This is an optimization exercise on Yosys and OpenROAD, whose aim is small area, a short achievable clock period and few clock cycles per item, not a production implementation. In this exercise RTL edits were held to simulation tests only and were not proved equivalent to the original.

$ cat flow/design.v
module maxmin (
  input  [7:0] a,
  input  [7:0] b,
  output [7:0] hi,
  output [7:0] lo
);
  wire [7:0] c;
  assign c[0] = a[0] & ~b[0];
  genvar i;
  generate
    for (i = 1; i < 7; i = i + 1) begin : g
      assign c[i] = (a[i] & ~b[i]) | (a[i] & c[i-1]) | (~b[i] & c[i-1]);
    end
  endgenerate
  wire sel = (a[7] ^ b[7]) ? a[7] : c[6];
  assign hi[7]   = a[7] | b[7];
  assign lo[7]   = a[7] & b[7];
  assign hi[6:0] = sel ? a[6:0] : b[6:0];
  assign lo[6:0] = sel ? b[6:0] : a[6:0];
endmodule
module sorter_top (
  input              clk,
  input              rst,
  input              in_valid,
  input      [79:0]  in_list,
  output reg         out_valid,
  output reg [79:0]  out_list
);
  wire [7:0] s0 [0:9];
  wire [7:0] s1 [0:9];
  wire [7:0] s2 [0:9];
  wire [7:0] s3 [0:9];
  wire [7:0] s4 [0:9];
  reg  [7:0] r4 [0:9];
  wire [7:0] s5 [0:9];
  wire [7:0] s6 [0:9];
  wire [7:0] s7 [0:9];
  wire [7:0] s8 [0:9];
  genvar g;
  generate
    for (g = 0; g < 10; g = g + 1) begin : io
      assign s0[g] = in_list[8*g +: 8];
      always @(posedge clk) r4[g] <= s4[g];
      always @(*) out_list[8*g +: 8] = s8[g];
    end
  endgenerate
  always @(posedge clk) begin
    if (rst) out_valid <= 1'b0;
    else     out_valid <= in_valid;
  end
  maxmin c1a (s0[0], s0[8], s1[0], s1[8]);
  maxmin c1b (s0[1], s0[9], s1[1], s1[9]);
  maxmin c1c (s0[2], s0[7], s1[2], s1[7]);
  maxmin c1d (s0[3], s0[5], s1[3], s1[5]);
  maxmin c1e (s0[4], s0[6], s1[4], s1[6]);
  maxmin c2a (s1[0], s1[2], s2[0], s2[2]);
  maxmin c2b (s1[1], s1[4], s2[1], s2[4]);
  maxmin c2c (s1[5], s1[8], s2[5], s2[8]);
  maxmin c2d (s1[7], s1[9], s2[7], s2[9]);
  assign s2[3] = s1[3];
  assign s2[6] = s1[6];
  maxmin c3a (s2[0], s2[3], s3[0], s3[3]);
  maxmin c3b (s2[2], s2[4], s3[2], s3[4]);
  maxmin c3c (s2[5], s2[7], s3[5], s3[7]);
  maxmin c3d (s2[6], s2[9], s3[6], s3[9]);
  assign s3[1] = s2[1];
  assign s3[8] = s2[8];
  maxmin c4a (s3[0], s3[1], s4[0], s4[1]);
  maxmin c4b (s3[3], s3[6], s4[3], s4[6]);
  maxmin c4c (s3[8], s3[9], s4[8], s4[9]);
  assign s4[2] = s3[2];
  assign s4[4] = s3[4];
  assign s4[5] = s3[5];
  assign s4[7] = s3[7];
  maxmin c5a (r4[1], r4[5], s5[1], s5[5]);
  maxmin c5b (r4[2], r4[3], s5[2], s5[3]);
  maxmin c5c (r4[4], r4[8], s5[4], s5[8]);
  maxmin c5d (r4[6], r4[7], s5[6], s5[7]);
  assign s5[0] = r4[0];
  assign s5[9] = r4[9];
  maxmin c6a (s5[1], s5[2], s6[1], s6[2]);
  maxmin c6b (s5[3], s5[5], s6[3], s6[5]);
  maxmin c6c (s5[4], s5[6], s6[4], s6[6]);
  maxmin c6d (s5[7], s5[8], s6[7], s6[8]);
  assign s6[0] = s5[0];
  assign s6[9] = s5[9];
  maxmin c7a (s6[2], s6[3], s7[2], s7[3]);
  maxmin c7b (s6[4], s6[5], s7[4], s7[5]);
  maxmin c7c (s6[6], s6[7], s7[6], s7[7]);
  assign s7[0] = s6[0];
  assign s7[1] = s6[1];
  assign s7[8] = s6[8];
  assign s7[9] = s6[9];
  maxmin c8a (s7[3], s7[4], s8[3], s8[4]);
  maxmin c8b (s7[5], s7[6], s8[5], s8[6]);
  assign s8[0] = s7[0];
  assign s8[1] = s7[1];
  assign s8[2] = s7[2];
  assign s8[7] = s7[7];
  assign s8[8] = s7[8];
  assign s8[9] = s7[9];
endmodule
$ cat flow/flow/post_synth.tcl
# Appended to the standard flow's synthesis script: replace the mapped logic with the hand-mapped
# netlist from flow/handmap.py (same ports, same flip-flops by name and cell type).
exec python3 $::env(OWN_FLOW_DIR)/handmap.py $::env(RESULTS_DIR)/1_2_yosys.v 2> $::env(OWN_WORK_DIR)/handmap.log
$ cat flow/flow/abc.script
strash
dc2
dch -f
amap -F 10 -A 20 -C 5000
$ cat flow/flow/run.sh
#!/bin/bash
# Own flow: the standard layout, with these changes.
#  * synthesis: the standard flow's script with a different ABC script (flow/pre_synth.tcl), after
#    which flow/handmap.py replaces the mapped logic with a hand-mapped netlist of the
#    same sorting network (flow/post_synth.tcl); the flip-flops stay as synthesised
#  * port buffers: buffer_ports uses buf_1 instead of the cell it picks itself
#  * CTS: small clock buffers and no dummy loads
# Everything else (floorplan, power grid, placement, CTS, routing) is standard.sh.
set -euo pipefail
W=$(pwd)
cat "$W/flow/pre_synth.tcl" "$W/synth_recipe.tcl" "$W/flow/post_synth.tcl" > "$W/own_synth.tcl"
sed "s#synth_recipe\.tcl#own_synth.tcl#g" "$W/standard.sh" > "$W/own_standard.sh"
grep -q own_synth.tcl "$W/own_standard.sh"
export OWN_FLOW_DIR="$W/flow" OWN_WORK_DIR="$W"
export OWN_ABC_SCRIPT="$W/flow/abc.script"
export CTS_ARGS="-sink_clustering_enable -repair_clock_nets -dont_use_dummy_load -buf_list {sky130_fd_sc_hd__clkbuf_4 sky130_fd_sc_hd__clkbuf_8}"
export BUFFER_PORTS_ARGS="-buffer_cell sky130_fd_sc_hd__buf_1"
bash "$W/own_standard.sh" > "$W/make.log" 2>&1
$ cat flow/flow/pre_synth.tcl
# Prepended to the standard flow's synthesis script: the same synthesis, except that ABC maps
# with flow/abc.script instead of ORFS's area script, and the adder-extraction
# step (extract_fa) is skipped, so ABC sees the comparators as plain logic.
proc abc {args} {
  set i [lsearch -exact $args -script]
  if { $i >= 0 } {
    lset args [expr {$i + 1}] $::env(OWN_ABC_SCRIPT)
  }
  yosys abc {*}$args
}
unset -nocomplain ::env(ADDER_MAP_FILE)
$ cat flow/config.mk
export PLATFORM = sky130hd
export DESIGN_NAME = sorter_top
export DESIGN_NICKNAME = sorter_top
export VERILOG_FILES = /design/flow/design.v
export SDC_FILE = /design/flow/constraint.sdc
export NUM_CORES = 4
export LEC_CHECK = 0
export ABC_AREA = 1
export CAP_MARGIN = 20
export CORE_MARGIN = 2
export CORE_UTILIZATION = 60
export GPL_TIMING_DRIVEN = 0
export SLEW_MARGIN = 20
$ cat flow/flow/handmap.py
#!/usr/bin/env python3
"""Hand-mapped gate netlist for sorter_top (the 29-comparator network in rtl/).

Usage: handmap.py NETLIST
NETLIST is the standard synthesis's netlist of sorter_top. It is rewritten with the same
ports and the same flip-flops (instance names and cell type), and with the sorting logic
mapped by hand to sky130_fd_sc_hd cells:
  * comparator: a ripple of maj3 cells, from the least significant bit up
  * exchange: two o22ai per bit (bits 0..6); bit 7 is max = a|b, min = a&b
  * signals are kept in whichever polarity is cheaper; inverters where needed.
"""
import sys, re

NET = [[(0, 8), (1, 9), (2, 7), (3, 5), (4, 6)],
       [(0, 2), (1, 4), (5, 8), (7, 9)],
       [(0, 3), (2, 4), (5, 7), (6, 9)],
       [(0, 1), (3, 6), (8, 9)],
       [(1, 5), (2, 3), (4, 8), (6, 7)],
       [(1, 2), (3, 5), (4, 6), (7, 8)],
       [(2, 3), (4, 5), (6, 7)],
       [(3, 4), (5, 6)]]
CUT = 4          # the register sits after this many layers
M, N = 10, 8
P = "sky130_fd_sc_hd__"
AREA = {"inv_2": 3.7536, "nand2_1": 3.7536, "nor2_1": 3.7536, "nand2b_1": 6.256,
        "nor2b_1": 6.256, "and2_0": 6.256, "or2_0": 6.256, "and2b_1": 7.5072,
        "or2b_1": 7.5072, "maj3_1": 10.0096, "o22ai_1": 6.256, "o22a_1": 7.5072 + 1.2512,
        "dfxtp_1": 20.0192}


class Gen:
    def __init__(self):
        self.cells = []
        self.wires = []
        self.n = 0
        self.inv_cache = {}

    def net(self):
        self.n += 1
        w = "hm_%d" % self.n
        self.wires.append(w)
        return w

    def cell(self, typ, pins, name=None):
        if name is None:
            name = "hm_c%d" % len(self.cells)
        self.cells.append((typ, name, pins))

    def g(self, typ, ins, outpin="Y"):
        o = self.net()
        pins = dict(ins)
        pins[outpin] = o
        self.cell(typ, pins)
        return o

    def inv(self, net):
        if net not in self.inv_cache:
            o = self.g("inv_2", {"A": net})
            self.inv_cache[net] = o
            self.inv_cache[o] = net
        return self.inv_cache[net]

    def as_pol(self, sig, pol):
        net, p = sig
        return net if p == pol else self.inv(net)

    def has(self, sig, pol):
        net, p = sig
        return p == pol or net in self.inv_cache

    # ---------------------------------------------------------------- one exchange
    def ce(self, x, y, want_hi, want_lo):
        """x, y: 8 (net, pol) pairs, LSB first. want_*: None or required polarity per bit.
        Returns hi, lo as (net, pol) lists."""
        # Plan: DP over bits on the carry polarity, choosing chain form and mux polarity.
        def inv_cost(needs, avail):
            c = 0
            seen = set()
            for k in needs:
                if k not in avail and k not in seen:
                    seen.add(k)
                    c += AREA["inv_2"]
            return c, seen

        def out_cost(q, want):
            # o22ai gives polarity (not q); o22a gives q
            if want is None or want != q:
                return AREA["o22ai_1"]
            return AREA["o22a_1"]

        INF = 1e9
        best = {}
        # bit 0 options
        px, py = x[0][1], y[0][1]
        for cpol in (True, False):
            for q in (True, False):
                start = {(True, True, True): 6.256, (True, False, True): 6.256,
                         (False, True, True): 3.7536, (False, False, True): 6.256,
                         (True, True, False): 6.256, (True, False, False): 3.7536,
                         (False, True, False): 6.256, (False, False, False): 6.256}[(px, py, cpol)]
                avail = {("x", px), ("y", py)}
                ic, _ = inv_cost([("x", q), ("y", q)], avail)
                c = start + ic + out_cost(q, want_hi[0]) + out_cost(q, want_lo[0])
                if cpol not in best or c < best[cpol][0]:
                    best[cpol] = (c, [(cpol, q)])
        for i in range(1, N):
            px, py = x[i][1], y[i][1]
            nb = {}
            for cin, (c0, plan) in best.items():
                for f in (True, False):
                    cc = c0 + (AREA["inv_2"] if cin != f else 0) + AREA["maj3_1"]
                    avail = {("x", px), ("y", py)}
                    needs = [("x", f), ("y", not f)]
                    if i < N - 1:
                        for q in (True, False):
                            ic, _ = inv_cost(needs + [("x", q), ("y", q)], avail)
                            c = cc + ic + out_cost(q, want_hi[i]) + out_cost(q, want_lo[i])
                            if f not in nb or c < nb[f][0]:
                                nb[f] = (c, plan + [(f, q)])
                    else:
                        ic, made = inv_cost(needs, avail)
                        av = avail | made
                        c = cc + ic + self.msb_cost(av, want_hi[i], want_lo[i])[0]
                        if f not in nb or c < nb[f][0]:
                            nb[f] = (c, plan + [(f, None)])
            best = nb
        spol = min(best, key=lambda k: best[k][0])
        plan = best[spol][1]
        # ---- build it
        # bit 0 carry
        cpol, q = plan[0]
        x0, y0 = x[0], y[0]
        X, Y = x0[0], y0[0]
        k = (x0[1], y0[1], cpol)
        if k == (True, True, True):
            c = self.g(P + "nor2b_1", {"A": Y, "B_N": X})
        elif k == (True, False, True):
            c = self.g(P + "and2_0", {"A": X, "B": Y}, "X")
        elif k == (False, True, True):
            c = self.g(P + "nor2_1", {"A": X, "B": Y})
        elif k == (False, False, True):
            c = self.g(P + "nor2b_1", {"A": X, "B_N": Y})
        elif k == (True, True, False):
            c = self.g(P + "nand2b_1", {"A_N": Y, "B": X})
        elif k == (True, False, False):
            c = self.g(P + "nand2_1", {"A": X, "B": Y})
        elif k == (False, True, False):
            c = self.g(P + "or2_0", {"A": X, "B": Y}, "X")
        else:
            c = self.g(P + "nand2b_1", {"A_N": X, "B": Y})
        carry = (c, cpol)
        for i in range(1, N):
            f, _ = plan[i]
            cn = self.as_pol(carry, f)
            a = self.as_pol(x[i], f)
            b = self.as_pol(y[i], not f)
            o = self.g(P + "maj3_1", {"A": a, "B": b, "C": cn}, "X")
            carry = (o, f)
        # carry: (x > y) in polarity carry[1]
        s = self.as_pol(carry, True)
        ns = self.as_pol(carry, False)
        hi, lo = [], []
        for i in range(N - 1):
            q = plan[i][1]
            a = self.as_pol(x[i], q)
            b = self.as_pol(y[i], q)
            for (u, v, want, out) in ((a, b, want_hi[i], hi), (b, a, want_lo[i], lo)):
                pins = {"A1": ns, "A2": u, "B1": s, "B2": v}
                if want is None or want != q:
                    out.append((self.g(P + "o22ai_1", pins), not q))
                else:
                    out.append((self.g(P + "o22a_1", pins, "X"), q))
        avail = set()
        for nm, sig in (("x", x[N - 1]), ("y", y[N - 1])):
            avail.add((nm, sig[1]))
            if sig[0] in self.inv_cache:
                avail.add((nm, not sig[1]))
        _, hsel, lsel = self.msb_cost(avail, want_hi[N - 1], want_lo[N - 1])
        hi.append(self.msb_build(x[N - 1], y[N - 1], *hsel, True))
        lo.append(self.msb_build(x[N - 1], y[N - 1], *lsel, False))
        return hi, lo

    # bit 7: hi = x|y, lo = x&y. Options: (xpol, ypol, outpol) -> (cell, area)
    MSB = {
        # for hi = x | y
        (True, True, True, True): 6.256, (True, True, False, True): 3.7536,
        (False, False, True, True): 3.7536, (False, False, False, True): 6.256,
        (True, False, False, True): 6.256, (True, False, True, True): 7.5072,
        (False, True, False, True): 6.256, (False, True, True, True): 7.5072,
        # for lo = x & y
        (True, True, True, False): 6.256, (True, True, False, False): 3.7536,
        (False, False, True, False): 3.7536, (False, False, False, False): 6.256,
        (True, False, False, False): 6.256, (True, False, True, False): 7.5072,
        (False, True, False, False): 6.256, (False, True, True, False): 7.5072,
    }

    def msb_cost(self, avail, want_hi, want_lo):
        tot = 0
        sels = []
        for is_hi, want in ((True, want_hi), (False, want_lo)):
            bestc, bsel = 1e9, None
            for xp in (True, False):
                if ("x", xp) not in avail:
                    continue
                for yp in (True, False):
                    if ("y", yp) not in avail:
                        continue
                    for op in (True, False):
                        c = self.MSB[(xp, yp, op, is_hi)]
                        if want is not None and want != op:
                            c += AREA["inv_2"]
                        if c < bestc:
                            bestc, bsel = c, (xp, yp, op)
            tot += bestc
            sels.append(bsel)
        return tot, sels[0], sels[1]

    def msb_build(self, xs, ys, xp, yp, op, is_hi):
        a = self.as_pol(xs, xp)
        b = self.as_pol(ys, yp)
        if not xp and yp:          # make (x, y) = (true, false) or same polarity
            a, b, xp, yp = b, a, yp, xp
        # now (xp, yp) in {(T,T), (F,F), (T,F)}
        if is_hi:
            # x|y
            if xp and yp:
                return (self.g(P + "or2_0", {"A": a, "B": b}, "X"), True) if op else \
                    (self.g(P + "nor2_1", {"A": a, "B": b}), False)
            if not xp and not yp:   # a=~x, b=~y: x|y = nand(a,b)
                return (self.g(P + "nand2_1", {"A": a, "B": b}), True) if op else \
                    (self.g(P + "and2_0", {"A": a, "B": b}, "X"), False)
            # a = x, b = ~y: x|y = a | ~b
            return (self.g(P + "or2b_1", {"A": a, "B_N": b}, "X"), True) if op else \
                (self.g(P + "nor2b_1", {"A": a, "B_N": b}), False)
        else:
            if xp and yp:
                return (self.g(P + "and2_0", {"A": a, "B": b}, "X"), True) if op else \
                    (self.g(P + "nand2_1", {"A": a, "B": b}), False)
            if not xp and not yp:   # x&y = nor(a,b)
                return (self.g(P + "nor2_1", {"A": a, "B": b}), True) if op else \
                    (self.g(P + "or2_0", {"A": a, "B": b}, "X"), False)
            # a = x, b = ~y: x&y = a & ~b
            return (self.g(P + "and2b_1", {"A_N": b, "B": a}, "X"), True) if op else \
                (self.g(P + "nand2b_1", {"A_N": b, "B": a}), False)


def build(flop_names):
    G = Gen()
    vals = [[("in_list[%d]" % (N * k + b), True) for b in range(N)] for k in range(M)]
    # which elements each layer's comparators touch, to know the sinks
    def layers_run(vals, layers, sink_true):
        for li, layer in enumerate(layers):
            last = [True] * M
            # an element's output must be true if no later comparator in these layers uses it
            for e in range(M):
                for later in layers[li + 1:]:
                    if any(e in p for p in later):
                        last[e] = False
                        break
            for (i, j) in layer:
                wh = [True] * N if last[i] else [None] * N
                wl = [True] * N if last[j] else [None] * N
                hi, lo = G.ce(vals[i], vals[j], wh, wl)
                vals[i], vals[j] = hi, lo
        return [[(G.as_pol(s, True), True) for s in v] for v in vals]
    vals = layers_run(vals, NET[:CUT], True)
    q = []
    for k in range(M):
        qq = []
        for b in range(N):
            o = G.net()
            G.cell(P + "dfxtp_1", {"CLK": "clk", "D": vals[k][b][0], "Q": o},
                   name="\\r4[%d][%d]$_DFF_P_ " % (k, b))
            qq.append((o, True))
        q.append(qq)
    vals = layers_run(q, NET[CUT:], True)
    assigns = []
    for k in range(M):
        for b in range(N):
            assigns.append(("out_list[%d]" % (N * k + b), vals[k][b][0]))
    d = G.g(P + "nor2b_1", {"A": "rst", "B_N": "in_valid"})
    G.cell(P + "dfxtp_1", {"CLK": "clk", "D": d, "Q": "out_valid"},
           name="\\out_valid$_SDFF_PP0_ ")
    names = set(c[1].strip() for c in G.cells if c[0].endswith("dfxtp_1"))
    want = set(n.strip() for n in flop_names)
    if names != want:
        raise SystemExit("handmap: flip-flop names differ from the synthesis's: %s" %
                         sorted(names ^ want)[:5])
    return G, assigns


def main():
    path = sys.argv[1]
    text = open(path).read()
    flops = re.findall(r"sky130_fd_sc_hd__(\w+)\s+(\\\S+|\w+)\s*\(", text)
    ff = [n for t, n in flops if t.startswith("df")]
    if any(not t.startswith("dfxtp_1") for t, n in flops if t.startswith("df")):
        raise SystemExit("handmap: unexpected flip-flop cell")
    G, assigns = build(ff)
    out = ["/* sorter_top, hand-mapped by flow/handmap.py */",
           "module sorter_top(clk, rst, in_valid, in_list, out_valid, out_list);",
           "  input clk;", "  input rst;", "  input in_valid;", "  input [79:0] in_list;",
           "  output out_valid;", "  output [79:0] out_list;"]
    for w in G.wires:
        out.append("  wire %s;" % w)
    for typ, name, pins in G.cells:
        if not typ.startswith(P):
            typ = P + typ
        conns = ", ".join(".%s(%s)" % (p, n) for p, n in pins.items())
        out.append("  %s %s (%s);" % (typ, name, conns))
    for o, n in assigns:
        out.append("  assign %s = %s;" % (o, n))
    out.append("endmodule")
    open(path, "w").write("\n".join(out) + "\n")
    area = 0.0
    for typ, name, pins in G.cells:
        t = typ[len(P):] if typ.startswith(P) else typ
        area += AREA[t]
    sys.stderr.write("handmap: %d cells, area %.1f\n" % (len(G.cells), area))


if __name__ == "__main__":
    main()
$ cat flow/constraint.sdc
create_clock -name core_clock -period 700.0 [get_ports {clk}]
set_input_delay 140.0000 -clock core_clock [delete_from_list [all_inputs] [get_ports {clk}]]
set_output_delay 140.0000 -clock core_clock [all_outputs]
set_load 0.01 [all_outputs]
$ cat flow/standard.sh
#!/bin/bash
# synth_recipe.tcl (not shown) runs the flow's synth.tcl, then flattens the netlist and writes it again
# the make line also repeats each setting of config.mk as NAME=value (left out here)
make -C /OpenROAD-flow-scripts/flow DESIGN_CONFIG=/design/flow/config.mk WORK_HOME=/design/flow/orfs CLKGATE_MAP_FILE= SYNTH_SCRIPT=/design/flow/synth_recipe.tcl "${@:-finish}"
==> summary.txt, run 1 <==
per-cell routed wire length=16.9 µm; crit path max-delay cell type=maj3_1; unrepaired setup endpoints after global routing=no; number of global-route vias before repair=7,011; HP Start=rst; max cap viols=0; Max clock buf depth=2; CTS root buf=clkbuf_8; fillers=1,175; Die Span Y=117 µm; clk sinks=81; WHS Endpoint=out_valid$_SDFF_PP0_; largest net degree at the start of global routing=16; die area=0.0136 mm²; FF/Latch Area=0.00162 mm²; status=complete, no violations; syn_nets=1,105; Setup crit start kind=flip-flop; total wire length=23.0 mm; Required @ worst endpoint=560,000 ps; Slew HR=62.4%; # diodes=0; Non-Filler Instances=1,366; cts-stage hold buffer count=0; final setup TNS=0 ps; HPWL Detailed=19.1 mm; Final Setup Violations=0; largest fanout on the critical path=15; dpl cell area=0.00843 mm²; first-pass GRT wire length=34.9 mm; Top Layer Used=met4; Slew Limit Fails=0; WL met3=1.63 mm; GR Overflow Total=0; cell count of the worst hold path=2; Post-route DRC=0; WL met1=9.94 mm; post-route clock period utilization=22.0%; # IOs=164; drt first pass iters=5; input/output buffers=163; Avg Inst Size Synth=7.44 µm²; post-synthesis cell area=0.00760 mm²; Final ANT Viol Nets=0; met2 WL post-DR=10.2 mm; worst min path class=in2reg; core box area=0.0125 mm²; Synth-to-Final Area Change=12.5%; Multi-input gate area=0.00506 mm²; Final min period=154,190 ps; site row count=41; Die X=117 µm; Worst Setup End Kind=output pin; final instance area=0.00855 mm²; Final #Nets=1,279; Initial Utilization=60.7%; DR vias=8,504; final setup margin=545,810 ps; pre-CTS WS=546,250 ps; Inst Count DP=1,357; CTS tree=done; share of layout cells above drive strength 1=21.2%; Post-Syn Instances=1,022; Syn. warnings=3; Slowest Stage Delay on Critical Path=570 ps; Crit path top cell by count=maj3_1; Slew @ Worst Pin=565 ps; worst setup path category=reg2out; vias per cell=6.23; Final Hold Viols=0; gr usage total=33.2%; Max Fclk=6.49 MHz; post-CTS setup repair buffer count=0; Worst-path clk slew=70 ps; TritonCTS buffer count=9; Post-CTS Resized=0; Placer Congestion=0.982; initial antenna violation count=0; deepest level of the CTS H-tree=3; Worst EP arrival=14,190 ps; initial drt markers=687
-- metal layers --
metal	vias up	GRT usage (%)
li1	4247	-
met1	3769	42.6
met2	419	53.8
met3	69	4.88
met4	0	18.4
met5	-	0
-- placed cells by master, fill, tap and decap left out, drive strengths merged --
| cell type | count |
|---|---|
| clkbuf | 9 |
| dfxtp | 81 |
| inv | 244 |
| or2 | 5 |
| maj3 | 203 |
| nand2 | 22 |
| and2 | 5 |
| and2b | 2 |
| or2b | 2 |
| buf | 163 |
| o22ai | 388 |
| o22a | 18 |
| nand2b | 2 |
| nor2b | 28 |
| nor2 | 22 |
-- worst max-delay path, delay by kind of cell (launching register included) --
kind / cells / cell delay (ps)
adders and majority gates: 28 / 10890
buffers and inverters: 5 / 1240
and+or+nand+nor: 4 / 700
AOI/OAI and AO/OA: 4 / 660
DFF: 1 / 310
-- area by class of cell --
type / instances / area share [%]
Clock buffer: 9 / 1.45
Inverter: 244 / 10.7
Multi-Input combinational cell: 697 / 59.2
Sequential cell: 81 / 19.0
Tap cell: 172 / 2.52
Timing Repair Buffer: 163 / 7.16
-- worst max path at each step --
stage | startpoint | end | slack (ps) | depth (start not counted)
floorplan | r4[6][0]$_DFF_P_ | out_list[24] | 547150 | 40
finish | r4[6][0]$_DFF_P_ | out_list[49] | 545810 | 41
global placement | r4[6][0]$_DFF_P_ | out_list[45] | 546360 | 41
global route | r4[6][0]$_DFF_P_ | out_list[45] | 545170 | 41
CTS | r4[6][0]$_DFF_P_ | out_list[45] | 545870 | 41
detailed placement | r4[6][0]$_DFF_P_ | out_list[45] | 546250 | 41
-- registers in the layout, summed over array words and instances, names as in the netlist --
signal and cells:
out_valid 1, r4 80
-- per-stage QoR --
step | hold slack, ps | util (%)
6_report | 139800 | 68.3
4_1_cts | 139780 | 68.3
2_1_floorplan | 140070 | -
3_3_place_gp | 140150 | 67.3
5_1_grt | 139820 | 68.3
3_5_place_dp | 140160 | 67.3
Testbench counts, summed over its fixed seeds: cycles 16,000, items 16,000.
==> inputs of run 2 (changes only) <==
--- a/flow/design.v
+++ b/flow/design.v
@@ -5,14 +5,14 @@
   output [7:0] lo
 );
   wire [7:0] c;
-  assign c[0] = a[0] & ~b[0];
+  assign c[0] = a[0];
   genvar i;
   generate
-    for (i = 1; i < 7; i = i + 1) begin : g
+    for (i = 1; i < 8; i = i + 1) begin : g
       assign c[i] = (a[i] & ~b[i]) | (a[i] & c[i-1]) | (~b[i] & c[i-1]);
     end
   endgenerate
-  wire sel = (a[7] ^ b[7]) ? a[7] : c[6];
+  wire sel = c[7];
   assign hi[7]   = a[7] | b[7];
   assign lo[7]   = a[7] & b[7];
   assign hi[6:0] = sel ? a[6:0] : b[6:0];
--- a/flow/flow/handmap.py
+++ b/flow/flow/handmap.py
@@ -5,7 +5,8 @@
 NETLIST is the standard synthesis's netlist of sorter_top. It is rewritten with the same
 ports and the same flip-flops (instance names and cell type), and with the sorting logic
 mapped by hand to sky130_fd_sc_hd cells:
-  * comparator: a ripple of maj3 cells, from the least significant bit up
+  * comparator: a ripple of maj3 cells, from the least significant bit up; it starts from
+    bit 0 of one operand, which decides only ties of the upper bits
   * exchange: two o22ai per bit (bits 0..6); bit 7 is max = a|b, min = a&b
   * signals are kept in whichever polarity is cheaper; inverters where needed.
 """
@@ -90,14 +91,14 @@
 
         INF = 1e9
         best = {}
-        # bit 0 options
+        # bit 0: the chain starts from x0 (or ~y0) itself: when the upper bits are equal and
+        # x0 != y0, x0 says which is larger; when x == y, either choice gives the same outputs.
         px, py = x[0][1], y[0][1]
         for cpol in (True, False):
+            # carry true = x0 or ~y0; carry inverted = ~x0 or y0
+            free = (px == cpol) or (py != cpol)
+            start = 0.0 if free else AREA["inv_2"]
             for q in (True, False):
-                start = {(True, True, True): 6.256, (True, False, True): 6.256,
-                         (False, True, True): 3.7536, (False, False, True): 6.256,
-                         (True, True, False): 6.256, (True, False, False): 3.7536,
-                         (False, True, False): 6.256, (False, False, False): 6.256}[(px, py, cpol)]
                 avail = {("x", px), ("y", py)}
                 ic, _ = inv_cost([("x", q), ("y", q)], avail)
                 c = start + ic + out_cost(q, want_hi[0]) + out_cost(q, want_lo[0])
@@ -130,24 +131,12 @@
         # bit 0 carry
         cpol, q = plan[0]
         x0, y0 = x[0], y[0]
-        X, Y = x0[0], y0[0]
-        k = (x0[1], y0[1], cpol)
-        if k == (True, True, True):
-            c = self.g(P + "nor2b_1", {"A": Y, "B_N": X})
-        elif k == (True, False, True):
-            c = self.g(P + "and2_0", {"A": X, "B": Y}, "X")
-        elif k == (False, True, True):
-            c = self.g(P + "nor2_1", {"A": X, "B": Y})
-        elif k == (False, False, True):
-            c = self.g(P + "nor2b_1", {"A": X, "B_N": Y})
-        elif k == (True, True, False):
-            c = self.g(P + "nand2b_1", {"A_N": Y, "B": X})
-        elif k == (True, False, False):
-            c = self.g(P + "nand2_1", {"A": X, "B": Y})
-        elif k == (False, True, False):
-            c = self.g(P + "or2_0", {"A": X, "B": Y}, "X")
+        if x0[1] == cpol:
+            c = x0[0]
+        elif y0[1] != cpol:
+            c = y0[0]
         else:
-            c = self.g(P + "nand2b_1", {"A_N": X, "B": Y})
+            c = self.inv(x0[0])
         carry = (c, cpol)
         for i in range(1, N):
             f, _ = plan[i]
==> summary.txt, run 2 <==
Die Span Y=115 µm (-1.2%); final setup margin=546,200 ps (+389 ps); pre-CTS WS=546,710 ps (+459 ps); unrepaired setup endpoints after global routing=no; TritonCTS buffer count=9 (unchanged); cts-stage hold buffer count=0 (unchanged); site row count=40 (-2.4%); Synth-to-Final Area Change=12.8%; GR Overflow Total=0 (unchanged); Initial Utilization=61.5% (+0.79 points); initial drt markers=750 (+9.2%); fillers=1,129 (-3.9%); worst min path class=in2reg; Post-CTS Resized=0 (unchanged); Worst EP arrival=13,800 ps (-390 ps); first-pass GRT wire length=34.2 mm (-2.1%); number of global-route vias before repair=7,013 (+0.029%); HPWL Detailed=18.9 mm (-1.1%); # diodes=0 (unchanged); Slew @ Worst Pin=533 ps (-31.8 ps); Placer Congestion=1.01 (+2.9%); Syn. warnings=3 (unchanged); status=complete, no violations; Avg Inst Size Synth=7.47 µm² (+0.46%); Final ANT Viol Nets=0 (unchanged); most frequent cells in the layout=388 x o22ai_1, 244 x inv_2, 203 x maj3_1; Post-route DRC=0 (unchanged); crit path max-delay cell type=maj3_1; Final Hold Viols=0 (unchanged); final setup TNS=0 ps (unchanged); initial antenna violation count=0 (unchanged); Required @ worst endpoint=560,000 ps (about the same); CTS root buf=clkbuf_8; # IOs=164 (unchanged); die area=0.0133 mm² (-2.3%); Die X=115 µm (-1.2%); max cap viols=0 (unchanged); Post-Syn Instances=993 (-2.8%); drt first pass iters=6 (+1); post-route clock period utilization=22.0% (-0.056 points); Slowest Stage Delay on Critical Path=570 ps (about the same); leading cell type in the layout, fill and taps excluded=o22ai_1; max FFs per register=80 (unchanged); input/output buffers=163 (unchanged); DR vias=8,493 (-0.13%); core box area=0.0121 mm² (-3.6%); syn_nets=1,076 (-2.6%); Final min period=153,800 ps (-389 ps); worst hold slack=139,790 ps (-5.00 ps); vias per cell=6.37 (+2.3%); worst setup path category=reg2out; Slew HR=64.5% (+2.1 points); largest fanout on the critical path=15 (unchanged); Setup crit start kind=flip-flop; Final #Nets=1,250 (-2.3%); Max Fclk=6.50 MHz (+0.25%); largest registers=r4: 80 flops, out_valid: 1 flops; final instance area=0.00836 mm² (-2.2%); share of layout cells above drive strength 1=21.7% (+0.53 points); Final Setup Violations=0 (unchanged); Worst-path clk slew=70 ps (about the same); total wire length=22.8 mm (-0.98%); Top reg by flops=r4; Slew Limit Fails=0 (unchanged); per-cell routed wire length=17.1 µm (+1.5%); Worst Setup End Kind=output pin; dpl cell area=0.00824 mm² (-2.2%); Crit path top cell by count=maj3_1; gr usage total=32.8% (-0.38 points); CTS tree=done; largest net degree at the start of global routing=16 (unchanged); post-CTS setup repair buffer count=0 (unchanged); post-synthesis cell area=0.00742 mm² (-2.4%); clk sinks=81 (unchanged); deepest level of the CTS H-tree=3 (unchanged); Max clock buf depth=2 (unchanged)
-- run 2: routing by layer --
metal / vias to the layer above / track usage [%] / share of wire, % / routed length [µm]
met1: 3819 / 41.7 / 43 / 9840
met2: 444 / 53.8 / 44 / 10100
met5: - / 0 / 0 / 0
li1: 4155 / - / - / -
met3: 75 / 4.48 / 7.6 / 1740
met4: 0 / 18.2 / 5.1 / 1170
-- run 2: stage by stage --
| stage | cells | utilization, % |
|---|---|---|
| 6_report | 1333 | 69.3 |
| 5_1_grt | 1333 | 69.3 |
| 4_1_cts | 1333 | 69.3 |
| 3_5_place_dp | 1324 | 68.3 |
| 3_3_place_gp | 1324 | 68.3 |
| 2_1_floorplan | 993 | - |
-- run 2: cell type report --
cell class / count / area, µm² / area share, %
multi-input combinational: 668 / 4880 / 58.4
inverter: 244 / 916 / 10.9
tap: 168 / 210 / 2.51
clock buffer: 9 / 124 / 1.48
timing repair buffer: 163 / 612 / 7.31
sequential: 81 / 1620 / 19.4
-- run 2: path summary, 6_finish.rpt --
path | cells after the start | slack (ps) | startpoint | end
worst min-delay path | 2 | 139790 | rst | out_valid$_SDFF_PP0_
worst max-delay path | 38 | 546200 | r4[7][1]$_DFF_P_ | out_list[26]
-- run 2: worst max-delay path, delay by kind of cell, from the launching register on --
family	cells	cell delay [ps]
flops	1	390
fa+ha+maj	28	11080
buf+inv	6	1250
compound gates	4	740
Testbench counts of run 2, summed over its fixed seeds: cycles 16,000, items 16,000.
==> inputs of run 3 (changes only) <==
--- a/flow/flow/handmap.py
+++ b/flow/flow/handmap.py
@@ -5,7 +5,7 @@
 NETLIST is the standard synthesis's netlist of sorter_top. It is rewritten with the same
 ports and the same flip-flops (instance names and cell type), and with the sorting logic
 mapped by hand to sky130_fd_sc_hd cells:
-  * comparator: a ripple of maj3 cells, from the least significant bit up; it starts from
+  * comparator: a ripple of majority cells (a222oi, inverting, and maj3 for the last bit), from the least significant bit up; it starts from
     bit 0 of one operand, which decides only ties of the upper bits
   * exchange: two o22ai per bit (bits 0..6); bit 7 is max = a|b, min = a&b
   * signals are kept in whichever polarity is cheaper; inverters where needed.
@@ -25,7 +25,7 @@
 P = "sky130_fd_sc_hd__"
 AREA = {"inv_2": 3.7536, "nand2_1": 3.7536, "nor2_1": 3.7536, "nand2b_1": 6.256,
         "nor2b_1": 6.256, "and2_0": 6.256, "or2_0": 6.256, "and2b_1": 7.5072,
-        "or2b_1": 7.5072, "maj3_1": 10.0096, "o22ai_1": 6.256, "o22a_1": 7.5072 + 1.2512,
+        "or2b_1": 7.5072, "maj3_1": 10.0096, "a222oi_1": 10.0096, "o22ai_1": 6.256, "o22a_1": 7.5072 + 1.2512,
         "dfxtp_1": 20.0192}
 
 
@@ -108,22 +108,29 @@
             px, py = x[i][1], y[i][1]
             nb = {}
             for cin, (c0, plan) in best.items():
-                for f in (True, False):
-                    cc = c0 + (AREA["inv_2"] if cin != f else 0) + AREA["maj3_1"]
+                # chain cell options: (kind, x pol, y pol, carry out pol, area)
+                # maj3: c' = maj(x, ~y, c), or its dual on inverted signals
+                # a222oi: inverting majority, faster; the carry changes polarity
+                opts = []
+                if i < N - 1:
+                    opts.append(("a222oi", cin, not cin, not cin, AREA["a222oi_1"]))
+                opts.append(("maj3", cin, not cin, cin, AREA["maj3_1"] + (1e-3 if i < N - 1 else 0)))
+                for kind, fx, fy, cout, ca in opts:
+                    cc = c0 + ca
                     avail = {("x", px), ("y", py)}
-                    needs = [("x", f), ("y", not f)]
+                    needs = [("x", fx), ("y", fy)]
                     if i < N - 1:
                         for q in (True, False):
                             ic, _ = inv_cost(needs + [("x", q), ("y", q)], avail)
                             c = cc + ic + out_cost(q, want_hi[i]) + out_cost(q, want_lo[i])
-                            if f not in nb or c < nb[f][0]:
-                                nb[f] = (c, plan + [(f, q)])
+                            if cout not in nb or c < nb[cout][0]:
+                                nb[cout] = (c, plan + [(kind, q)])
                     else:
                         ic, made = inv_cost(needs, avail)
                         av = avail | made
                         c = cc + ic + self.msb_cost(av, want_hi[i], want_lo[i])[0]
-                        if f not in nb or c < nb[f][0]:
-                            nb[f] = (c, plan + [(f, None)])
+                        if cout not in nb or c < nb[cout][0]:
+                            nb[cout] = (c, plan + [(kind, None)])
             best = nb
         spol = min(best, key=lambda k: best[k][0])
         plan = best[spol][1]
@@ -139,12 +146,17 @@
             c = self.inv(x0[0])
         carry = (c, cpol)
         for i in range(1, N):
-            f, _ = plan[i]
-            cn = self.as_pol(carry, f)
-            a = self.as_pol(x[i], f)
-            b = self.as_pol(y[i], not f)
-            o = self.g(P + "maj3_1", {"A": a, "B": b, "C": cn}, "X")
-            carry = (o, f)
+            kind, _ = plan[i]
+            cp = carry[1]
+            a = self.as_pol(x[i], cp)
+            b = self.as_pol(y[i], not cp)
+            if kind == "maj3":
+                o = self.g(P + "maj3_1", {"A": a, "B": b, "C": carry[0]}, "X")
+                carry = (o, cp)
+            else:
+                o = self.g(P + "a222oi_1", {"A1": a, "A2": b, "B1": a, "B2": carry[0],
+                                              "C1": b, "C2": carry[0]})
+                carry = (o, not cp)
         # carry: (x > y) in polarity carry[1]
         s = self.as_pol(carry, True)
         ns = self.as_pol(carry, False)
==> summary.txt, run 3 <==
Crit path top cell by count=a222oi_1; Final Hold Viols=0 (unchanged); worst setup path category=reg2out; largest net degree at the start of global routing=18 (+2); Setup crit start kind=flip-flop; crit path max-delay cell type=maj3_1; most frequent cells in the layout=388 x o22ai_1, 248 x inv_2, 163 x buf_1; Slew Limit Fails=0 (unchanged); post-route clock period utilization=21.7% (-0.26 points); post-CTS setup repair buffer count=0 (unchanged); vias per cell=6.66 (+4.6%); worst min path class=in2reg; Max clock buf depth=2 (unchanged); Slowest Stage Delay on Critical Path=590 ps (+20 ps); share of layout cells above drive strength 1=22.0% (+0.27 points); Worst Setup End Kind=output pin; syn_nets=1,080 (+0.37%); Final Setup Violations=0 (unchanged); status=complete, no violations; Final ANT Viol Nets=0 (unchanged); # IOs=164 (unchanged); TritonCTS buffer count=9 (unchanged); WP buf/inv=7 (+1); dpl cell area=0.00824 mm² (unchanged); GR Overflow Total=0 (unchanged); CP delay by family, top=compound AO/OA/AOI/OAI gates; clk sinks=81 (unchanged); pre-CTS WS=547,860 ps (+1150 ps); total wire length=23.3 mm (+2.1%); gr usage total=33.7% (+0.85 points); Top reg by flops=r4; max FFs per register=80 (unchanged); fin util=69.3% (unchanged); Post-Syn Instances=997 (+0.40%); max cap viols=0 (unchanged); Slew HR=64.3% (-0.17 points); Worst EP arrival=12,000 ps (-1800 ps); input/output buffers=163 (unchanged); CTS tree=done; Placer Congestion=1.04 (+2.5%); final setup margin=548,000 ps (+1800 ps); Post-route DRC=0 (unchanged); # diodes=0 (unchanged); number of global-route vias before repair=6,984 (-0.41%); first-pass GRT wire length=35.2 mm (+2.9%); Post-CTS Resized=0 (unchanged); cts-stage hold buffer count=0 (unchanged); per-cell routed wire length=17.4 µm (+1.8%); final setup TNS=0 ps (unchanged); drt first pass iters=9 (+3); Die X=115 µm (unchanged); Final min period=152,000 ps (-1800 ps); Initial Utilization=61.5% (unchanged); Max Fclk=6.58 MHz (+1.2%); fillers=1,113 (-1.4%); Slew @ Worst Pin=535 ps (+2.55 ps); site row count=40 (unchanged); largest registers=r4: 80 flops, out_valid: 1 flops; leading cell type in the layout, fill and taps excluded=o22ai_1; Synth-to-Final Area Change=12.8% (unchanged); initial drt markers=1,032 (+38%); Syn. warnings=3 (unchanged); largest fanout on the critical path=15 (unchanged); Final #Nets=1,254 (+0.32%); core box area=0.0121 mm² (unchanged); die area=0.0133 mm² (unchanged); post-synthesis cell area=0.00742 mm² (unchanged); DR vias=8,910 (+4.9%); CTS root buf=clkbuf_8; Worst-path clk slew=60 ps (about the same); Required @ worst endpoint=560,000 ps (about the same); final instance area=0.00836 mm² (unchanged); initial antenna violation count=0 (unchanged); unrepaired setup endpoints after global routing=no; HPWL Detailed=19.1 mm (+1.3%); deepest level of the CTS H-tree=3 (unchanged); Die Span Y=115 µm (unchanged); Avg Inst Size Synth=7.44 µm² (-0.40%)
-- run 3: layout make-up --
class / instances / area (µm²) / area share (%)
well taps: 168 / 210 / 2.51
multi-input cells: 668 / 4870 / 58.2
clock buffers: 9 / 124 / 1.48
inverters: 248 / 931 / 11.1
repair buffers: 163 / 612 / 7.31
flip-flops and latches: 81 / 1620 / 19.4
-- run 3: per-stage QoR --
step | cells | hold slack, ps
detailed placement | 1328 | 140160
global placement | 1328 | 140150
CTS | 1337 | 139790
floorplan | 997 | 140070
global route | 1337 | 139800
finish | 1337 | 139810
-- run 3: layer usage --
metal / vias up / global-route usage (%) / share of wire, %
li1: 4640 / - / -
met4: 0 / 8.03 / 2.1
met3: 33 / 3.16 / 7.1
met5: - / 0 / 0
met1: 3850 / 45.8 / 45
met2: 387 / 57.8 / 46
-- run 3: worst paths after layout --
check / start / end / slack, ps / depth (start not counted)
setup / recovery: r4[1][1]$_DFF_P_ / out_list[43] / 548000 / 39
hold / removal: rst / out_valid$_SDFF_PP0_ / 139810 / 2
==> inputs of run 4 (changes only) <==
==> flow/flow/run.sh (replaced) <==
#!/bin/bash
# Own flow: the standard layout, with these changes.
#  * synthesis: the standard synthesis, after which flow/handmap.py replaces the
#    mapped logic with a hand-mapped netlist of the same sorting network
#    (flow/post_synth.tcl); the flip-flops stay as synthesised
#  * port buffers: buffer_ports uses buf_1 instead of the cell it picks itself
#  * CTS: small clock buffers and no dummy loads
# Everything else (floorplan, power grid, placement, routing) is standard.sh.
set -euo pipefail
W=$(pwd)
cat "$W/synth_recipe.tcl" "$W/flow/post_synth.tcl" > "$W/own_synth.tcl"
sed "s#synth_recipe\.tcl#own_synth.tcl#g" "$W/standard.sh" > "$W/own_standard.sh"
grep -q own_synth.tcl "$W/own_standard.sh"
export OWN_FLOW_DIR="$W/flow" OWN_WORK_DIR="$W"
export CTS_ARGS="-sink_clustering_enable -repair_clock_nets -dont_use_dummy_load -buf_list {sky130_fd_sc_hd__clkbuf_4 sky130_fd_sc_hd__clkbuf_8}"
export BUFFER_PORTS_ARGS="-buffer_cell sky130_fd_sc_hd__buf_1"
bash "$W/own_standard.sh" > "$W/make.log" 2>&1
--- a/flow/config.mk
+++ b/flow/config.mk
@@ -8,6 +8,6 @@
 export ABC_AREA = 1
 export CAP_MARGIN = 20
 export CORE_MARGIN = 2
-export CORE_UTILIZATION = 60
+export CORE_UTILIZATION = 75
 export GPL_TIMING_DRIVEN = 0
 export SLEW_MARGIN = 20
removed: flow/flow/abc.script
removed: flow/flow/pre_synth.tcl
==> summary.txt, run 4 <==
Max clock buf depth=2 (unchanged); post-synthesis cell area=0.00742 mm² (unchanged); final setup TNS=0 ps (unchanged); unrepaired setup endpoints after global routing=no; worst setup path category=reg2out; Initial Utilization=76.6% (+15 points); most frequent cells in the layout=388 x o22ai_1, 248 x inv_2, 163 x buf_1; max FFs per register=80 (unchanged); number of global-route vias before repair=7,161 (+2.5%); Slew HR=63.8% (-0.53 points); Post-Syn Instances=997 (unchanged); clk sinks=81 (unchanged); Worst EP arrival=12,340 ps (+340 ps); syn_nets=1,080 (unchanged); final setup margin=547,660 ps (-338 ps); Die X=103 µm (-10%); Final Setup Violations=0 (unchanged); # IOs=164 (unchanged); cts-stage hold buffer count=0 (unchanged); Post-CTS Resized=0 (unchanged); drt first pass iters=11 (+2); Worst Setup End Kind=output pin; post-route clock period utilization=21.8% (+0.048 points); vias per cell=7.17 (+7.6%); Multi-input gate area=0.00487 mm² (unchanged); Slew Limit Fails=0 (unchanged); Max Fclk=6.56 MHz (-0.22%); Slew @ Worst Pin=543 ps (+7.95 ps); # diodes=0 (unchanged); Final min period=152,340 ps (+338 ps); final instance area=0.00832 mm² (-0.52%); pre-CTS WS=547,830 ps (-28.0 ps); core box area=0.00968 mm² (-20%); site row count=36 (-10%); Final ANT Viol Nets=0 (unchanged); TritonCTS buffer count=9 (unchanged); post-CTS setup repair buffer count=0 (unchanged); largest fanout on the critical path=15 (unchanged); CTS tree=done; CTS root buf=clkbuf_8; HP Start=rst; leading cell type in the layout, fill and taps excluded=o22ai_1; Synth-to-Final Area Change=12.2%; Final Hold Viols=0 (unchanged); GR Overflow Total=0 (unchanged); max cap viols=0 (unchanged); Slowest Stage Delay on Critical Path=570 ps (-20 ps); fillers=622 (-44%); share of layout cells above drive strength 1=22.0% (unchanged); Setup crit start kind=flip-flop; Post-route DRC=0 (unchanged); Die Span Y=103 µm (-10%); total wire length=23.7 mm (+1.6%); DR vias=9,339 (+4.8%); initial drt markers=1,094 (+6.0%); cell count of the worst hold path=2 (unchanged); largest registers=r4: 80 flops, out_valid: 1 flops; Worst-path clk slew=80 ps (+20 ps); deepest level of the CTS H-tree=3 (unchanged); FF/Latch Area=0.00162 mm² (unchanged); initial antenna violation count=0 (unchanged); Required @ worst endpoint=560,000 ps (about the same); Final #Nets=1,254 (unchanged); input/output buffers=163 (unchanged); Syn. warnings=3 (unchanged); worst min path class=in2reg; die area=0.0107 mm² (-19%); gr usage total=42.0% (+8.3 points); status=complete, no violations; crit path max-delay cell type=maj3_1; largest net degree at the start of global routing=17 (-1); WHS Endpoint=out_valid$_SDFF_PP0_; dpl cell area=0.00820 mm² (-0.53%); HPWL Detailed=18.5 mm (-3.0%); Placer Congestion=1.08 (+4.3%); Top reg by flops=r4; Crit path top cell by count=a222oi_1; first-pass GRT wire length=35.0 mm (-0.63%); per-cell routed wire length=18.2 µm (+4.4%); Avg Inst Size Synth=7.44 µm² (unchanged)
==> run 4: area by class of cell <==
class / instances / area share, %
inverter: 248 / 11.2
tap: 133 / 2.00
clock buffer: 9 / 1.49
sequential: 81 / 19.5
multi-input combinational: 668 / 58.5
timing repair buffer: 163 / 7.35
==> run 4: worst max path at each step <==
stage	cells after the start	slack, ps	start	to
6_report	40	547660	r4[8][1]$_DFF_P_	out_list[43]
3_5_place_dp	39	547830	in_list[65]	r4[1][3]$_DFF_P_
4_1_cts	40	547950	r4[8][1]$_DFF_P_	out_list[43]
3_3_place_gp	38	548080	in_list[57]	r4[0][6]$_DFF_P_
2_1_floorplan	37	549080	in_list[57]	r4[0][0]$_DFF_P_
5_1_grt	38	546610	r4[6][1]$_DFF_P_	out_list[52]
==> run 4: through the flow <==
stage	hold WS [ps]	cells	utilization (%)
floorplan	140070	997	-
global placement	140160	1293	84.6
detailed placement	140160	1293	84.6
CTS	139790	1302	85.9
global route	139810	1302	85.9
finish	139800	1302	85.9
==> run 4: layer usage <==
metal  GRT usage [%]  up-vias  part of all wire, %
li1                -     4619                    -
met1            51.7     3904                   39
met2            70.3      714                   45
met3            7.66      102                   11
met4            21.1        0                  5.2
met5               0        -                    0
==> run 4: critical path, delay by kind of cell (launching register included) <==
kind	cells	cell delay [ps]
AOI/OAI and AO/OA	28	7910
DFF	1	400
buffers and inverters	8	1340
adders and majority gates	4	2270
==> inputs of run 5 (changes only) <==
--- a/flow/config.mk
+++ b/flow/config.mk
@@ -8,6 +8,6 @@
 export ABC_AREA = 1
 export CAP_MARGIN = 20
 export CORE_MARGIN = 2
-export CORE_UTILIZATION = 75
+export CORE_UTILIZATION = 60
 export GPL_TIMING_DRIVEN = 0
 export SLEW_MARGIN = 20
==> summary.txt, run 5 <==
status=complete, no violations; largest net degree at the start of global routing=18 (+1); clk sinks=81 (unchanged); fin util=69.3% (-17 points); post-synthesis cell area=0.00742 mm² (unchanged); leading cell type in the layout, fill and taps excluded=o22ai_1; Die X=115 µm (+11%); Crit path top cell by count=a222oi_1; Crit. Startpoint=r4[1][1]$_DFF_P_; Post-route DRC=0 (unchanged); Critical Path Sink=out_list[43]; Initial Utilization=61.5% (-15 points); max cap viols=0 (unchanged); worst min path class=in2reg; TritonCTS buffer count=9 (unchanged); largest registers=r4: 80 flops, out_valid: 1 flops; unrepaired setup endpoints after global routing=no; input/output buffers=163 (unchanged); CTS tree=done; crit path max-delay cell type=maj3_1; Slew @ Worst Pin=535 ps (-7.95 ps); DR vias=8,910 (-4.6%); drt first pass iters=9 (-2); Top reg by flops=r4; final setup TNS=0 ps (unchanged); Final #Nets=1,254 (unchanged); Max clock buf depth=2 (unchanged); post-route clock period utilization=21.7% (-0.048 points); Final min period=152,000 ps (-338 ps); Final Hold Viols=0 (unchanged); largest fanout on the critical path=15 (unchanged); CP delay by family, top=compound AO/OA/AOI/OAI gates; Synth-to-Final Area Change=12.8%; post-CTS setup repair buffer count=0 (unchanged); HPWL Detailed=19.1 mm (+3.1%); gr usage total=33.7% (-8.3 points); Slew HR=64.3% (+0.53 points); die area=0.0133 mm² (+24%); Worst Setup End Kind=output pin; initial drt markers=1,032 (-5.7%); Final ANT Viol Nets=0 (unchanged); Worst EP arrival=12,000 ps (-340 ps); share of layout cells above drive strength 1=22.0% (unchanged); Worst-path clk slew=60 ps (-20 ps); Die Span Y=115 µm (+11%); vias per cell=6.66 (-7.1%); Required @ worst endpoint=560,000 ps (about the same); deepest level of the CTS H-tree=3 (unchanged); Syn. warnings=3 (unchanged); WP depth=39 (-2.5%); WP buf/inv=7 (-1); cts-stage hold buffer count=0 (unchanged); number of global-route vias before repair=6,984 (-2.5%); Setup crit start kind=flip-flop; max FFs per register=80 (unchanged); initial antenna violation count=0 (unchanged); # IOs=164 (unchanged); Max Fclk=6.58 MHz (+0.22%); Post-Syn Instances=997 (unchanged); GR Overflow Total=0 (unchanged); Post-CTS Resized=0 (unchanged); Placer Congestion=1.04 (-4.1%); worst setup path category=reg2out; syn_nets=1,080 (unchanged); Final Setup Violations=0 (unchanged); # diodes=0 (unchanged); first-pass GRT wire length=35.2 mm (+0.63%); site row count=40 (+11%); CTS root buf=clkbuf_8; most frequent cells in the layout=388 x o22ai_1, 248 x inv_2, 163 x buf_1; Avg Inst Size Synth=7.44 µm² (unchanged); core box area=0.0121 mm² (+25%); Slowest Stage Delay on Critical Path=590 ps (+20 ps); total wire length=23.3 mm (-1.6%); Slew Limit Fails=0 (unchanged); per-cell routed wire length=17.4 µm (-4.2%)
[run 5: how the worst min path moves through the flow]
stage	endpoint	cells past startpoint	startpoint
detailed placement	out_valid$_SDFF_PP0_	2	rst
CTS	out_valid$_SDFF_PP0_	2	rst
floorplan	out_valid$_SDFF_PP0_	1	rst
global placement	out_valid$_SDFF_PP0_	2	rst
finish	out_valid$_SDFF_PP0_	2	rst
global route	out_valid$_SDFF_PP0_	2	rst
[run 5: metrics by stage]
step                      instance area, µm²  instances  setup slack [ps]  hold slack, ps
after floorplan                         7420        997            549080          140070
after global placement                  8240       1328            548020          140150
after detailed placement                8240       1328            547860          140160
after CTS                               8360       1337            548080          139790
after global routing                    8360       1337            546850          139800
final                                   8360       1337            548000          139810
[run 5: final cells by class]
class                      count  area [µm²]
multi-input combinational    668        4870
fill                        1113        3700
sequential                    81        1620
inverter                     248         931
timing repair buffer         163         612
tap                          168         210
clock buffer                   9         124
[run 5: per-layer routing]
layer / part of all wire, % / GRT usage (%)
met2: 46 / 57.8
met3: 7.1 / 3.16
met4: 2.1 / 8.03
met1: 45 / 45.8
met5: 0 / 0
==> inputs of run 6 (changes only) <==
--- a/flow/config.mk
+++ b/flow/config.mk
@@ -9,5 +9,5 @@
 export CAP_MARGIN = 20
 export CORE_MARGIN = 2
 export CORE_UTILIZATION = 60
-export GPL_TIMING_DRIVEN = 0
+export GPL_TIMING_DRIVEN = 1
 export SLEW_MARGIN = 20
==> summary.txt, run 6 <==
worst min path class=in2reg; Syn. warnings=3 (unchanged); initial antenna violation count=0 (unchanged); Die Span Y=115 µm (unchanged); post-route clock period utilization=21.7% (about the same); fillers=1,112 (-0.090%); gr usage total=34.0% (+0.28 points); per-cell routed wire length=17.6 µm (+1.1%); GR Overflow Total=0 (unchanged); number of global-route vias before repair=7,045 (+0.87%); worst setup path category=reg2out; post-CTS setup repair buffer count=0 (unchanged); Initial Utilization=61.5% (unchanged); Worst EP arrival=12,020 ps (+20 ps); final setup margin=547,980 ps (-13.0 ps); first-pass GRT wire length=35.6 mm (+1.2%); Max clock buf depth=2 (unchanged); input/output buffers=163 (unchanged); CTS tree=done; largest fanout on the critical path=15 (unchanged); most frequent cells in the layout=388 x o22ai_1, 248 x inv_2, 163 x buf_1; Setup crit start kind=flip-flop; Slew HR=64.8% (+0.52 points); Die X=115 µm (unchanged); max cap viols=0 (unchanged); Synth-to-Final Area Change=12.8% (unchanged); crit path max-delay cell type=maj3_1; cts-stage hold buffer count=0 (unchanged); die area=0.0133 mm² (unchanged); status=complete, no violations; final setup TNS=0 ps (unchanged); Final #Nets=1,254 (unchanged); deepest level of the CTS H-tree=3 (unchanged); Top reg by flops=r4; initial drt markers=1,115 (+8.0%); Final min period=152,020 ps (+13.0 ps); clk sinks=81 (unchanged); CTS root buf=clkbuf_8; largest registers=r4: 80 flops, out_valid: 1 flops; share of layout cells above drive strength 1=22.0% (unchanged); site row count=40 (unchanged); Slew @ Worst Pin=527 ps (-7.80 ps); Placer Congestion=1.03 (-0.67%); Post-route DRC=0 (unchanged); largest net degree at the start of global routing=16 (-2); Required @ worst endpoint=560,000 ps (about the same); Post-Syn Instances=997 (unchanged); Final ANT Viol Nets=0 (unchanged); Final Setup Violations=0 (unchanged); Final Hold Viols=0 (unchanged); Slew Limit Fails=0 (unchanged); drt first pass iters=9 (unchanged); Crit path top cell by count=a222oi_1; post-synthesis cell area=0.00742 mm² (unchanged); unrepaired setup endpoints after global routing=no; syn_nets=1,080 (unchanged); TritonCTS buffer count=9 (unchanged); leading cell type in the layout, fill and taps excluded=o22ai_1; Slowest Stage Delay on Critical Path=580 ps (about the same); Worst Setup End Kind=output pin; # diodes=0 (unchanged); total wire length=23.5 mm (+1.1%); pre-CTS WS=547,900 ps (+41.0 ps); Worst-path clk slew=80 ps (+20 ps); core box area=0.0121 mm² (unchanged); max FFs per register=80 (unchanged); Max Fclk=6.58 MHz (about the same); vias per cell=6.67 (+0.11%); Post-CTS Resized=0 (unchanged); Avg Inst Size Synth=7.44 µm² (unchanged); DR vias=8,920 (+0.11%); worst hold slack=139,790 ps (-20.0 ps); HPWL Detailed=19.2 mm (+0.51%); # IOs=164 (unchanged)
-- run 6: final timing paths --
kind	slack [ps]	endpoint	start	depth (start not counted)
min	139790	out_valid$_SDFF_PP0_	rst	2
max	547980	out_list[37]	r4[8][1]$_DFF_P_	39
-- run 6: layout make-up --
| type | instances | area, µm² | share of cell area (%) |
|---|---|---|---|
| timing repair buffer | 163 | 612 | 7.31 |
| multi-input combinational | 668 | 4870 | 58.2 |
| tap | 168 | 210 | 2.51 |
| inverter | 248 | 931 | 11.1 |
| sequential | 81 | 1620 | 19.4 |
| clock buffer | 9 | 124 | 1.48 |
-- run 6: worst max-delay path, delay by kind of cell, from the launching register on --
kind	cells	cell delay [ps]
adder cells (fa/ha/maj)	4	2250
buffers and inverters	7	1230
flip-flops	1	400
AO/OA/AOI/OAI	28	7760
-- run 6: metal layers --
metal,up-vias,share of wire [%],track usage [%]
met5,-,0,0
met4,0,3.5,12.6
met3,59,8.1,5.11
met2,439,45,57.0
met1,3794,44,44.3
li1,4628,-,-
-- run 6: through the flow --
stage          utilization (%)  std cells  cell area [µm²]
6_report                  69.3       1337             8360
5_1_grt                   69.3       1337             8360
3_5_place_dp              68.3       1328             8240
3_3_place_gp              68.3       1328             8240
4_1_cts                   69.3       1337             8360
2_1_floorplan                -        997             7420
==> inputs of run 7 (changes only) <==
--- a/flow/flow/handmap.py
+++ b/flow/flow/handmap.py
@@ -9,6 +9,7 @@
     bit 0 of one operand, which decides only ties of the upper bits
   * exchange: two o22ai per bit (bits 0..6); bit 7 is max = a|b, min = a&b
   * signals are kept in whichever polarity is cheaper; inverters where needed.
+  * the late signals (carry, select) go to each cell's faster input pins.
 """
 import sys, re
 
@@ -151,11 +152,11 @@
             a = self.as_pol(x[i], cp)
             b = self.as_pol(y[i], not cp)
             if kind == "maj3":
-                o = self.g(P + "maj3_1", {"A": a, "B": b, "C": carry[0]}, "X")
+                o = self.g(P + "maj3_1", {"A": a, "B": carry[0], "C": b}, "X")
                 carry = (o, cp)
             else:
-                o = self.g(P + "a222oi_1", {"A1": a, "A2": b, "B1": a, "B2": carry[0],
-                                              "C1": b, "C2": carry[0]})
+                o = self.g(P + "a222oi_1", {"A1": a, "A2": b, "B1": carry[0], "B2": a,
+                                              "C1": carry[0], "C2": b})
                 carry = (o, not cp)
         # carry: (x > y) in polarity carry[1]
         s = self.as_pol(carry, True)
@@ -166,7 +167,7 @@
             a = self.as_pol(x[i], q)
             b = self.as_pol(y[i], q)
             for (u, v, want, out) in ((a, b, want_hi[i], hi), (b, a, want_lo[i], lo)):
-                pins = {"A1": ns, "A2": u, "B1": s, "B2": v}
+                pins = {"A1": u, "A2": ns, "B1": v, "B2": s}
                 if want is None or want != q:
                     out.append((self.g(P + "o22ai_1", pins), not q))
                 else:
--- a/flow/config.mk
+++ b/flow/config.mk
@@ -9,5 +9,5 @@
 export CAP_MARGIN = 20
 export CORE_MARGIN = 2
 export CORE_UTILIZATION = 60
-export GPL_TIMING_DRIVEN = 1
+export GPL_TIMING_DRIVEN = 0
 export SLEW_MARGIN = 20
==> summary.txt, run 7 <==
Die Span Y=115 µm (unchanged); drt first pass iters=17 (+8); grt met2 use=53.3% (-3.7 points); Max Fclk=6.59 MHz (+0.24%); Worst Setup End Kind=output pin; clk sinks=81 (unchanged); Crit. Startpoint=r4[3][1]$_DFF_P_; Post-Syn Instances=997 (unchanged); post-synthesis cell area=0.00742 mm² (unchanged); die area=0.0133 mm² (unchanged); HPWL Detailed=19.1 mm (-0.66%); Post-CTS Resized=0 (unchanged); DR vias=9,098 (+2.0%); Slew @ Worst Pin=541 ps (+13.5 ps); most frequent cells in the layout=388 x o22ai_1, 248 x inv_2, 163 x buf_1; Final ANT Viol Nets=0 (unchanged); Inst Count DP=1,328 (unchanged); total wire length=23.5 mm (-0.13%); initial drt markers=1,878 (+68%); gr usage total=33.5% (-0.51 points); syn_nets=1,080 (unchanged); # diodes=0 (unchanged); TritonCTS buffer count=9 (unchanged); CTS root buf=clkbuf_8; Avg Inst Size Synth=7.44 µm² (unchanged); fin util=69.3% (unchanged); Placer Congestion=0.988 (-3.9%); Slew Limit Fails=0 (unchanged); busiest layer in global routing=met2; Setup crit start kind=flip-flop; post-route clock period utilization=21.7% (-0.051 points); Final #Nets=1,254 (unchanged); max cap viols=0 (unchanged); max FFs per register=80 (unchanged); final instance area=0.00836 mm² (unchanged); met3 Usage GRT=3.85% (-1.3 points); first-pass GRT wire length=35.3 mm (-0.79%); initial antenna violation count=0 (unchanged); Post-route DRC=0 (unchanged); final setup TNS=0 ps (unchanged); worst min path class=in2reg; Final Hold Viols=0 (unchanged); Slew HR=63.9% (-0.90 points); dpl cell area=0.00824 mm² (unchanged); worst hold slack=139,790 ps (+8.00 ps); largest net degree at the start of global routing=16 (unchanged); HP Start=rst; Syn. warnings=3 (unchanged); site row count=40 (unchanged); share of layout cells above drive strength 1=22.0% (unchanged); Initial Utilization=61.5% (unchanged); CTS tree=done; cts-stage hold buffer count=0 (unchanged); Final Setup Violations=0 (unchanged); GR Overflow Total=0 (unchanged); largest registers=r4: 80 flops, out_valid: 1 flops; CP delay by family, top=compound AO/OA/AOI/OAI gates; Required @ worst endpoint=560,000 ps (about the same); worst setup path category=reg2out; input/output buffers=163 (unchanged); leading cell type in the layout, fill and taps excluded=o22ai_1; post-CTS setup repair buffer count=0 (unchanged); per-cell routed wire length=17.6 µm (-0.13%); Slowest Stage Delay on Critical Path=560 ps (-20 ps); Synth-to-Final Area Change=12.8% (unchanged); Final min period=151,660 ps (-357 ps); Worst EP arrival=11,660 ps (-360 ps); # IOs=164 (unchanged); M1 GR Usage=46.6% (+2.3 points); Crit path top cell by count=a222oi_1; vias per cell=6.80 (+2.0%); core box area=0.0121 mm² (unchanged); deepest level of the CTS H-tree=3 (unchanged); crit path max-delay cell type=maj3_1; status=complete, no violations; Die X=115 µm (unchanged); Top reg by flops=r4; WP buf/inv=8 (+1); number of global-route vias before repair=7,034 (-0.16%); Max clock buf depth=2 (unchanged); unrepaired setup endpoints after global routing=no; largest fanout on the critical path=15 (unchanged); Worst-path clk slew=80 ps (about the same); Non-Filler Instances=1,337 (unchanged)
==> run 7: metal layers <==
layer,share of wire (%),vias up
li1,-,4636
met1,44,3865
met2,43,547
met3,8.8,50
met4,3.4,0
met5,0,-
==> run 7: layout make-up <==
cell class,instances,area [µm²]
multi-input combinational,668,4870
sequential,81,1620
tap,168,210
inverter,248,931
fill,1082,3700
timing repair buffer,163,612
clock buffer,9,124
==> run 7: worst paths after layout <==
check / slack, ps / end / cells past startpoint
setup / recovery: 548340 / out_list[30] / 40
hold / removal: 139790 / out_valid$_SDFF_PP0_ / 2
==> run 7: through the flow <==
stage               setup slack [ps]
floorplan                     549650
global placement              548580
detailed placement            548480
CTS                           548500
global route                  547230
finish                        548340

==> port drivers added, routing unchanged <==
How much do the figures lean on ideal ports? The routed layouts below were timed once more, with nothing changed but the port constraints.
Step 1 assumes that a clkbuf_16 drives the clock port and a buf_2 every other input.
Step 2 moves the port delays by t, midway between the first and last clock arrival at a register: inputs arrive t later, outputs are due t later. That takes back most of the time a late clock gives input paths.
Three values: no drivers, after step 1, after step 2; two values: the first two.
run | t (ns) | slack for setup (ns) | hold WS [ns] | worst slew at a driven data input, ns
run 1 | 0.381 | 545.808 / 545.772 / 546.153 | 139.796 / 139.782 / 140.162 | 0.03
run 2 | 0.376 | 546.197 / 546.161 / 546.536 | 139.791 / 139.776 / 140.151 | 0.04
run 3 | 0.369 | 547.997 / 547.970 / 547.691 | 139.805 / 139.800 / 140.169 | 0.06
run 4 | 0.385 | 547.659 / 547.626 / 547.693 | 139.800 / 139.789 / 140.174 | 0.04
run 5 | 0.369 | 547.997 / 547.970 / 547.691 | 139.805 / 139.800 / 140.169 | 0.06
run 6 | 0.373 | 547.984 / 547.956 / 547.695 | 139.785 / 139.778 / 140.151 | 0.04
run 7 | 0.367 | 548.341 / 548.315 / 548.263 | 139.793 / 139.788 / 140.155 | 0.05
After both steps every run listed still meets setup and hold.
